This is an optimization exercise on Yosys and OpenROAD, whose aim is small area, not a production implementation. RTL that was checked went through simulation tests only; none was proved equivalent to the original. Power and IR drop assume default switching activity.

Setup of 11-28:
// Final_Watch
module Final_Watch(
    input clk,
    input rst_sw,
    input [7:1] dip_sw,
    input [11:0] key_pad,
    output [7:0] seg_data,
    output [7:0] seg_com,
    output [7:0] lcd_data,
    output lcd_rs, lcd_rw, lcd_e,
    output [3:0] led_r,
    output [3:0] led_g,
    output [3:0] led_b,
    output piezo
);
For scale: ~1600 cells after synthesis, ~150 flip-flops, roughly 61 I/O pins, ~11000 sq um of cells after synthesis.
==> flow/config.mk <==
export PLATFORM = sky130hd
export DESIGN_NAME = Final_Watch
export DESIGN_NICKNAME = Final_Watch
export VERILOG_FILES = /design/flow/design.v
export SDC_FILE = /design/flow/constraint.sdc
export NUM_CORES = 4
export LEC_CHECK = 0
export CAP_MARGIN = 20
export CORE_MARGIN = 2
export CORE_UTILIZATION = 60
export CTS_BUF_LIST = sky130_fd_sc_hd__clkbuf_8
export SLEW_MARGIN = 20
==> flow/constraint.sdc <==
create_clock -name core_clock -period 22.0 [get_ports {clk}]
set_input_delay 4.4000 -clock core_clock [delete_from_list [all_inputs] [get_ports {clk}]]
set_output_delay 4.4000 -clock core_clock [all_outputs]
set_load 0.01 [all_outputs]
standard.sh (not shown) runs the stock make flow with config.mk's settings and CLKGATE_MAP_FILE= SYNTH_SCRIPT=/design/flow/synth_recipe.tcl, a recipe that flattens the netlist after the stock synthesis.
==> flow/flow/run.sh <==
#!/bin/bash
# Own flow: the standard synthesis, then the same synthesis again with an
# area-oriented ABC script and without adder cells; if the registers of the
# two netlists agree (names and cell types) the second netlist is laid out
# by the standard flow, otherwise the standard one is.
set -u
W=$(pwd)
R=$W/orfs/results/$FLOW_PLATFORM/Final_Watch/base
bash standard.sh synth > std_synth.log 2>&1 || exit 1
cp $R/1_2_yosys.v $W/ref_1_2_yosys.v
make -C $FLOW_HOME DESIGN_CONFIG=$W/config.mk WORK_HOME=$W/orfs CLKGATE_MAP_FILE= \
  SYNTH_SCRIPT=$W/flow/my_synth.tcl ADDER_MAP_FILE= do-yosys > my_synth.log 2>&1
ok=0
if [ -s $R/1_2_yosys.v ] && grep -q "endmodule" $R/1_2_yosys.v; then
  cp $R/1_2_yosys.v $W/own_1_2_yosys.v
  python3 $W/flow/fixnames.py $W/ref_1_2_yosys.v $W/own_1_2_yosys.v $W/own_fixed_1_2_yosys.v > fixnames.log 2>&1 \
    && cp $W/own_fixed_1_2_yosys.v $R/1_2_yosys.v
  python3 $W/flow/regs.py $W/ref_1_2_yosys.v > regs_ref.txt
  python3 $W/flow/regs.py $R/1_2_yosys.v > regs_own.txt
  if [ -s regs_ref.txt ] && cmp -s regs_ref.txt regs_own.txt; then ok=1; fi
fi
if [ $ok = 1 ]; then
  echo "own synthesis used" > synth_choice.txt
else
  echo "registers differ or own synthesis failed: standard synthesis used" > synth_choice.txt
  cp $W/ref_1_2_yosys.v $R/1_2_yosys.v
fi
touch $R/1_2_yosys.v
CTS_ARGS="-sink_clustering_enable -repair_clock_nets -buf_list sky130_fd_sc_hd__clkbuf_8 -dont_use_dummy_load" BUFFER_PORTS_ARGS="-buffer_cell sky130_fd_sc_hd__buf_1" bash standard.sh > std_layout.log 2>&1
Other scripts of this flow, unchanged in this note and not shown: flow/flow/area.abc, flow/flow/fixnames.py, flow/flow/my_synth.tcl, flow/flow/regs.py
11-28 reached the final stage; the timing, design-rule and antenna checks on its layout passed.
[inputs] 11-26 vs 11-28
--- a/flow/design.v
+++ b/flow/design.v
@@ -443,28 +443,16 @@
             else if(city_h1_24 == 4'd1) disp_h1 = 4'd9;
             else                        disp_h1 = city_h1_24 - 4'd2;
         end else begin
             disp_h10 = city_h10_24; disp_h1 = city_h1_24;
         end
     end
-    reg [1:0] dig3;
-    always @(posedge clk or negedge rst) begin
-        if(!rst) dig3 <= 2'd0;
-        else if(c5_is4) dig3 <= {dig3[0], ~dig3[1] & ~dig3[0]};
-    end
-    wire dig_odd = cnt_lcd[0] ^ (c5[0] & ~c5[2]);
     reg [2:0] digit_sel;
-    always @(*) begin
-        case({dig_odd, dig3})
-            3'b0_00: digit_sel = 3'd0;
-            3'b1_01: digit_sel = 3'd1;
-            3'b0_10: digit_sel = 3'd2;
-            3'b1_00: digit_sel = 3'd3;
-            3'b0_01: digit_sel = 3'd4;
-            default: digit_sel = 3'd5;
-        endcase
+    always @(posedge clk or negedge rst) begin
+        if(!rst) digit_sel <= 3'd0;
+        else if(c5_is4) digit_sel <= sex_inc(digit_sel);
     end
     reg [3:0] hex_in;
     reg [7:0] com;
     always @(*) begin
         case(digit_sel)
             3'd0: com = 8'b1111_1110;
@@ -551,17 +539,16 @@
     end
     wire pz_late = |pz_p[4:1];
     assign piezo = pz_on & (pz_hi[0] ^ (pz_late & ~(pz_lo[2] | pz_lo[1] | pz_lo[0])));
     localparam DELAY = 3'b000, FUNCTION_SET = 3'b001, ENTRY_MODE = 3'b010,
                DISP_ONOFF = 3'b011, LINE1 = 3'b100, LINE2 = 3'b101, DELAY_T = 3'b110;
     reg [2:0] l_state;
-    reg [4:0] l_cnt;
+    reg [6:0] l_cnt;
     reg [7:0] l_data;
     wire [3:0] ci = l_cnt[3:0];
-    wire [4:0] l_cnt_inc = l_cnt ^ {&l_cnt[3:0], &l_cnt[2:0], &l_cnt[1:0], l_cnt[0], 1'b1};
-    wire l_delay_end = (k125 == 7'd28) && (c5 == 3'd3);
+    wire [6:0] l_cnt_inc = l_cnt ^ {&l_cnt[5:0], &l_cnt[4:0], &l_cnt[3:0], &l_cnt[2:0], &l_cnt[1:0], l_cnt[0], 1'b1};
     wire line2 = l_state[0];
     reg [7:0] ch;
     always @(*) begin
         ch = 8'h20;
         if(!line2) begin
             if(dip_sw[7]) begin
@@ -1055,40 +1042,41 @@
             end
         end
     end
     always @(posedge clk or negedge rst) begin
         if(!rst) begin
             l_state <= DELAY;
-            l_cnt <= 5'd0;
+            l_cnt <= 7'd0;
         end else if(lcd_step) begin
             case(l_state)
                 DELAY: begin
-                    if(l_delay_end) l_state <= FUNCTION_SET;
+                    if(l_cnt == 7'd70) begin l_state <= FUNCTION_SET; l_cnt <= 7'd0; end
+                    else l_cnt <= l_cnt_inc;
                 end
                 FUNCTION_SET: begin
-                    if(l_cnt == 5'd30) begin l_state <= DISP_ONOFF; l_cnt <= 5'd0; end
+                    if(l_cnt == 7'd30) begin l_state <= DISP_ONOFF; l_cnt <= 7'd0; end
                     else l_cnt <= l_cnt_inc;
                 end
                 DISP_ONOFF: begin
-                    if(l_cnt == 5'd30) begin l_state <= ENTRY_MODE; l_cnt <= 5'd0; end
+                    if(l_cnt == 7'd30) begin l_state <= ENTRY_MODE; l_cnt <= 7'd0; end
                     else l_cnt <= l_cnt_inc;
                 end
                 ENTRY_MODE: begin
-                    if(l_cnt == 5'd30) begin l_state <= LINE1; l_cnt <= 5'd0; end
+                    if(l_cnt == 7'd30) begin l_state <= LINE1; l_cnt <= 7'd0; end
                     else l_cnt <= l_cnt_inc;
                 end
                 LINE1: begin
-                    if(l_cnt == 5'd16) begin l_state <= LINE2; l_cnt <= 5'd0; end
+                    if(l_cnt == 7'd16) begin l_state <= LINE2; l_cnt <= 7'd0; end
                     else l_cnt <= l_cnt_inc;
                 end
                 LINE2: begin
-                    if(l_cnt == 5'd16) begin l_state <= DELAY_T; l_cnt <= 5'd0; end
+                    if(l_cnt == 7'd16) begin l_state <= DELAY_T; l_cnt <= 7'd0; end
                     else l_cnt <= l_cnt_inc;
                 end
                 default: begin
-                    if(l_cnt == 5'd5) begin l_state <= LINE1; l_cnt <= 5'd0; end
+                    if(l_cnt == 7'd5) begin l_state <= LINE1; l_cnt <= 7'd0; end
                     else l_cnt <= l_cnt_inc;
                 end
             endcase
         end
     end
     always @(posedge clk or negedge rst) begin
@@ -1102,11 +1090,11 @@
                 ENTRY_MODE:   l_data <= 8'h06;
                 LINE1, LINE2: l_data <= !l_cnt[4] ? ch : (line2 ? 8'h80 : 8'hC0);
                 default:      l_data <= 8'h02;
             endcase
         end
     end
-    wire l_first = (l_state == DELAY) || (l_state == FUNCTION_SET && l_cnt == 5'd0);
+    wire l_first = (l_state == DELAY) || (l_state == FUNCTION_SET && l_cnt == 7'd0);
     assign lcd_rw = l_first;
-    assign lcd_rs = l_first || (l_state[2:1] == 2'b10 && l_cnt != 5'd0);
+    assign lcd_rs = l_first || (l_state[2:1] == 2'b10 && l_cnt != 7'd0);
     assign lcd_data = l_data;
 endmodule
--- outcome ---
11-26 completed every stage of the flow, and the final layout passed the timing, design-rule and antenna checks. Clock period minus worst slack in 11-26 is 0.31 ns below 11-28. Die area (11-26 over 11-28): increase, 1.4%. In 11-26 the relative area change from synthesis to final layout turned out 0.19 points lower than in 11-28. Utilization (11-26 over 11-28): decrease, 1.0 points. Sort 11-26 and 11-28 by area of all placed cells without fillers asc -> top: 11-28.

========
v19:
Final_Watch with an RTL version that a note above also has.
Size: ~1,600 cells after synthesis, roughly 150 flip-flops, about 61 I/O pins, about 11,000 um2 of cells after synthesis.
==> flow/config.mk <==
export PLATFORM = sky130hd
export DESIGN_NAME = Final_Watch
export DESIGN_NICKNAME = Final_Watch
export VERILOG_FILES = /design/flow/design.v
export SDC_FILE = /design/flow/constraint.sdc
export NUM_CORES = 4
export LEC_CHECK = 0
export CAP_MARGIN = 20
export CORE_MARGIN = 2
export CORE_UTILIZATION = 40
export CTS_BUF_LIST = sky130_fd_sc_hd__clkbuf_8
export SLEW_MARGIN = 20
==> flow/constraint.sdc <==
create_clock -name core_clock -period 22.0 [get_ports {clk}]
set_input_delay 4.4000 -clock core_clock [delete_from_list [all_inputs] [get_ports {clk}]]
set_output_delay 4.4000 -clock core_clock [all_outputs]
set_load 0.01 [all_outputs]
==> flow/flow/area.abc <==
strash
&get -n
&deepsyn -J 100
&put
dch -f
amap
topo
==> flow/flow/fixnames.py <==
# Gives the flip-flops of the own netlist (argv[2]) that have generated names
# (_NNNN_) the name that the standard netlist (argv[1]) gives the flip-flop
# driving the same Q net. Writes the result to argv[3].
import re, sys
FF = re.compile(r'^(\s*)(sky130_fd_sc_hd__(?:df|sdf|edf|dl)\w*)\s+(\S+)\s*\((.*?)\);', re.M | re.S)
def flops(text):
    out = {}
    for m in FF.finditer(text):
        q = re.search(r'\.Q\(\s*(.*?)\s*\)', m.group(4))
        if q:
            out[q.group(1)] = (m.group(3), m.group(2))
    return out
ref = open(sys.argv[1]).read()
own = open(sys.argv[2]).read()
rf, of = flops(ref), flops(own)
names = set(re.findall(r'(?<![\w\\$])(_\d+_)(?!\w)', own))
ren = {}
for q, (rn, rt) in rf.items():
    if q not in of:
        continue
    on, ot = of[q]
    if on != rn:
        if not re.fullmatch(r'_\d+_', on) or rn in names:
            sys.exit("cannot rename %s to %s" % (on, rn))
        ren[on] = rn
def sub(m):
    n = m.group(3)
    if n in ren:
        return m.group(0).replace(' ' + n + ' ', ' ' + ren[n] + ' ', 1)
    return m.group(0)
new = FF.sub(sub, own)
open(sys.argv[3], 'w').write(new)
print("renamed", ren)
==> flow/flow/my_synth.tcl <==
# The standard synthesis (synth_recipe.tcl) with two changes: no adder-cell
# extraction (ADDER_MAP_FILE is empty on the make line) and an area-oriented
# ABC script for the combinational logic. Registers are mapped as before.
proc synth {args} { yosys synth -nofsm -noshare {*}$args }
set my_abc_script [file join [file dirname [file normalize [info script]]] area.abc]
proc abc {args} {
  global my_abc_script
  set out {}
  set skip 0
  foreach a $args {
    if {$skip} { set skip 0; continue }
    if {$a eq "-script"} { set skip 1; continue }
    lappend out $a
  }
  yosys abc -script $my_abc_script {*}$out
}
source $::env(SCRIPTS_DIR)/synth.tcl
# left out here: clear keep_hierarchy, flatten, clean up, hide names made inside functions, write 1_2_yosys.v
==> flow/flow/regs.py <==
# Lists the flip-flop instances (name, cell type without drive strength) of a netlist.
import re, sys
s = open(sys.argv[1]).read()
regs = sorted((n, re.sub(r'_\d+$', '', t)) for t, n in
              re.findall(r'^\s*(sky130_fd_sc_hd__(?:df|sdf|edf|dl)\w*)\s+(\S+)\s*\(', s, re.M))
for n, t in regs:
    print(t, n)
Scripts as last shown in full above: flow/flow/run.sh
Every stage of the flow completed for v19, and the final layout passed the timing, design-rule and antenna checks.
> inputs changed (v19 -> v35)
diff --git a/flow/design.v b/flow/design.v
--- a/flow/design.v
+++ b/flow/design.v
@@ -535,24 +535,25 @@
             if(pz_tick) pz_hi <= 6'd0;
             else if(pz_lo[2]) pz_hi <= pz_hi ^ {&pz_hi[4:0], &pz_hi[3:0], &pz_hi[2:0], &pz_hi[1:0], pz_hi[0], 1'b1};
             if(pz_tick) pz_p <= (pz_p == 5'd19) ? 5'd2 : pz_p ^ {&pz_p[3:0], &pz_p[2:0], &pz_p[1:0], pz_p[0], 1'b1};
         end
     end
     wire pz_late = |pz_p[4:1];
     assign piezo = pz_on & (pz_hi[0] ^ (pz_late & ~(pz_lo[2] | pz_lo[1] | pz_lo[0])));
     localparam DELAY = 3'b000, FUNCTION_SET = 3'b001, ENTRY_MODE = 3'b010,
                DISP_ONOFF = 3'b011, LINE1 = 3'b100, LINE2 = 3'b101, DELAY_T = 3'b110;
     reg [2:0] l_state;
-    reg [6:0] l_cnt;
+    reg [4:0] l_cnt;
     reg [7:0] l_data;
     wire [3:0] ci = l_cnt[3:0];
-    wire [6:0] l_cnt_inc = l_cnt ^ {&l_cnt[5:0], &l_cnt[4:0], &l_cnt[3:0], &l_cnt[2:0], &l_cnt[1:0], l_cnt[0], 1'b1};
+    wire [4:0] l_cnt_inc = l_cnt ^ {&l_cnt[3:0], &l_cnt[2:0], &l_cnt[1:0], l_cnt[0], 1'b1};
+    wire l_delay_end = (k125 == 7'd28) && (c5 == 3'd3);
     wire line2 = l_state[0];
     reg [7:0] ch;
     always @(*) begin
         ch = 8'h20;
         if(!line2) begin
             if(dip_sw[7]) begin
                 case(ci)
                     4'd2: ch = 8'h52;
                     4'd3: ch = 8'h65;
                     4'd4: ch = 8'h61;
@@ -1038,63 +1039,62 @@
                         4'd11: ch = 8'h48;
                         default: ch = 8'h20;
                     endcase
                 end
             end
         end
     end
     always @(posedge clk or negedge rst) begin
         if(!rst) begin
             l_state <= DELAY;
-            l_cnt <= 7'd0;
+            l_cnt <= 5'd0;
         end else if(lcd_step) begin
             case(l_state)
                 DELAY: begin
-                    if(l_cnt == 7'd70) begin l_state <= FUNCTION_SET; l_cnt <= 7'd0; end
-                    else l_cnt <= l_cnt_inc;
+                    if(l_delay_end) l_state <= FUNCTION_SET;
                 end
                 FUNCTION_SET: begin
-                    if(l_cnt == 7'd30) begin l_state <= DISP_ONOFF; l_cnt <= 7'd0; end
+                    if(l_cnt == 5'd30) begin l_state <= DISP_ONOFF; l_cnt <= 5'd0; end
                     else l_cnt <= l_cnt_inc;
                 end
                 DISP_ONOFF: begin
-                    if(l_cnt == 7'd30) begin l_state <= ENTRY_MODE; l_cnt <= 7'd0; end
+                    if(l_cnt == 5'd30) begin l_state <= ENTRY_MODE; l_cnt <= 5'd0; end
                     else l_cnt <= l_cnt_inc;
                 end
                 ENTRY_MODE: begin
-                    if(l_cnt == 7'd30) begin l_state <= LINE1; l_cnt <= 7'd0; end
+                    if(l_cnt == 5'd30) begin l_state <= LINE1; l_cnt <= 5'd0; end
                     else l_cnt <= l_cnt_inc;
                 end
                 LINE1: begin
-                    if(l_cnt == 7'd16) begin l_state <= LINE2; l_cnt <= 7'd0; end
+                    if(l_cnt == 5'd16) begin l_state <= LINE2; l_cnt <= 5'd0; end
                     else l_cnt <= l_cnt_inc;
                 end
                 LINE2: begin
-                    if(l_cnt == 7'd16) begin l_state <= DELAY_T; l_cnt <= 7'd0; end
+                    if(l_cnt == 5'd16) begin l_state <= DELAY_T; l_cnt <= 5'd0; end
                     else l_cnt <= l_cnt_inc;
                 end
                 default: begin
-                    if(l_cnt == 7'd5) begin l_state <= LINE1; l_cnt <= 7'd0; end
+                    if(l_cnt == 5'd5) begin l_state <= LINE1; l_cnt <= 5'd0; end
                     else l_cnt <= l_cnt_inc;
                 end
             endcase
         end
     end
     always @(posedge clk or negedge rst) begin
         if(!rst) begin
             l_data <= 8'h00;
         end else if(lcd_step) begin
             case(l_state)
                 DELAY:        l_data <= 8'h00;
                 FUNCTION_SET: l_data <= 8'h38;
                 DISP_ONOFF:   l_data <= 8'h0C;
                 ENTRY_MODE:   l_data <= 8'h06;
                 LINE1, LINE2: l_data <= !l_cnt[4] ? ch : (line2 ? 8'h80 : 8'hC0);
                 default:      l_data <= 8'h02;
             endcase
         end
     end
-    wire l_first = (l_state == DELAY) || (l_state == FUNCTION_SET && l_cnt == 7'd0);
+    wire l_first = (l_state == DELAY) || (l_state == FUNCTION_SET && l_cnt == 5'd0);
     assign lcd_rw = l_first;
-    assign lcd_rs = l_first || (l_state[2:1] == 2'b10 && l_cnt != 7'd0);
+    assign lcd_rs = l_first || (l_state[2:1] == 2'b10 && l_cnt != 5'd0);
     assign lcd_data = l_data;
 endmodule
Results
v35 against v19: worst setup slack moved down; wire length of the first global-routing pass rose by about 3.7%; internal portion of total power rose by 1.4%; minimum clock period after layout climbed 220 ps.
In the tables for v35 and v19, non-filler instance count after layout reads higher with v35.
v35: power share of the clock group is 0.6 points lower than what v19 reported.
Total number of vias of v35 exceeds that of v19 by a few percent.
From v19 to v35 the numbers moved as follows: number of inserted diodes picked up an extra 1, final weighted congestion of routability-driven global placement grew by 0.051.
No functional check of the RTL was part of v35.

[what the ideal ports hide]
In the flow no input, the clock included, has a driving cell. The finished layouts below were timed again as built, in two steps. Step 1: set_driving_cell puts a clkbuf_16 on clk and a buf_2 on each other input, an assumption about the parent block. Step 2 also shifts input and output timing later by t, the mid clock arrival at the registers, as if the neighbouring blocks saw the same clock. a / b / c = ideal / step 1 / step 2; a / b = the first two.
| run | t, ns | slack for setup (ns) | worst hold slack (ns) | slew at the worst register clock pin (ns) |
|---|---|---|---|---|
| 11-28 | 0.512 | 7.509 / 7.488 / 7.488 | 0.397 / 0.397 / 0.397 | 0.10 / 0.10 |
| 11-26 | 0.512 | 7.822 / 7.791 / 7.791 | 0.390 / 0.390 / 0.390 | 0.11 / 0.11 |
| v19 | 0.499 | 8.213 / 8.178 / 8.178 | 0.396 / 0.396 / 0.396 | 0.10 / 0.10 |
| v35 | 0.515 | 7.995 / 7.967 / 7.967 | 0.396 / 0.396 / 0.396 | 0.11 / 0.11 |
After both steps setup and hold are still met in every run listed. The setup slack of v19, which loses most, moves by -0.035 ns with the drivers and by -0.035 ns with both steps.
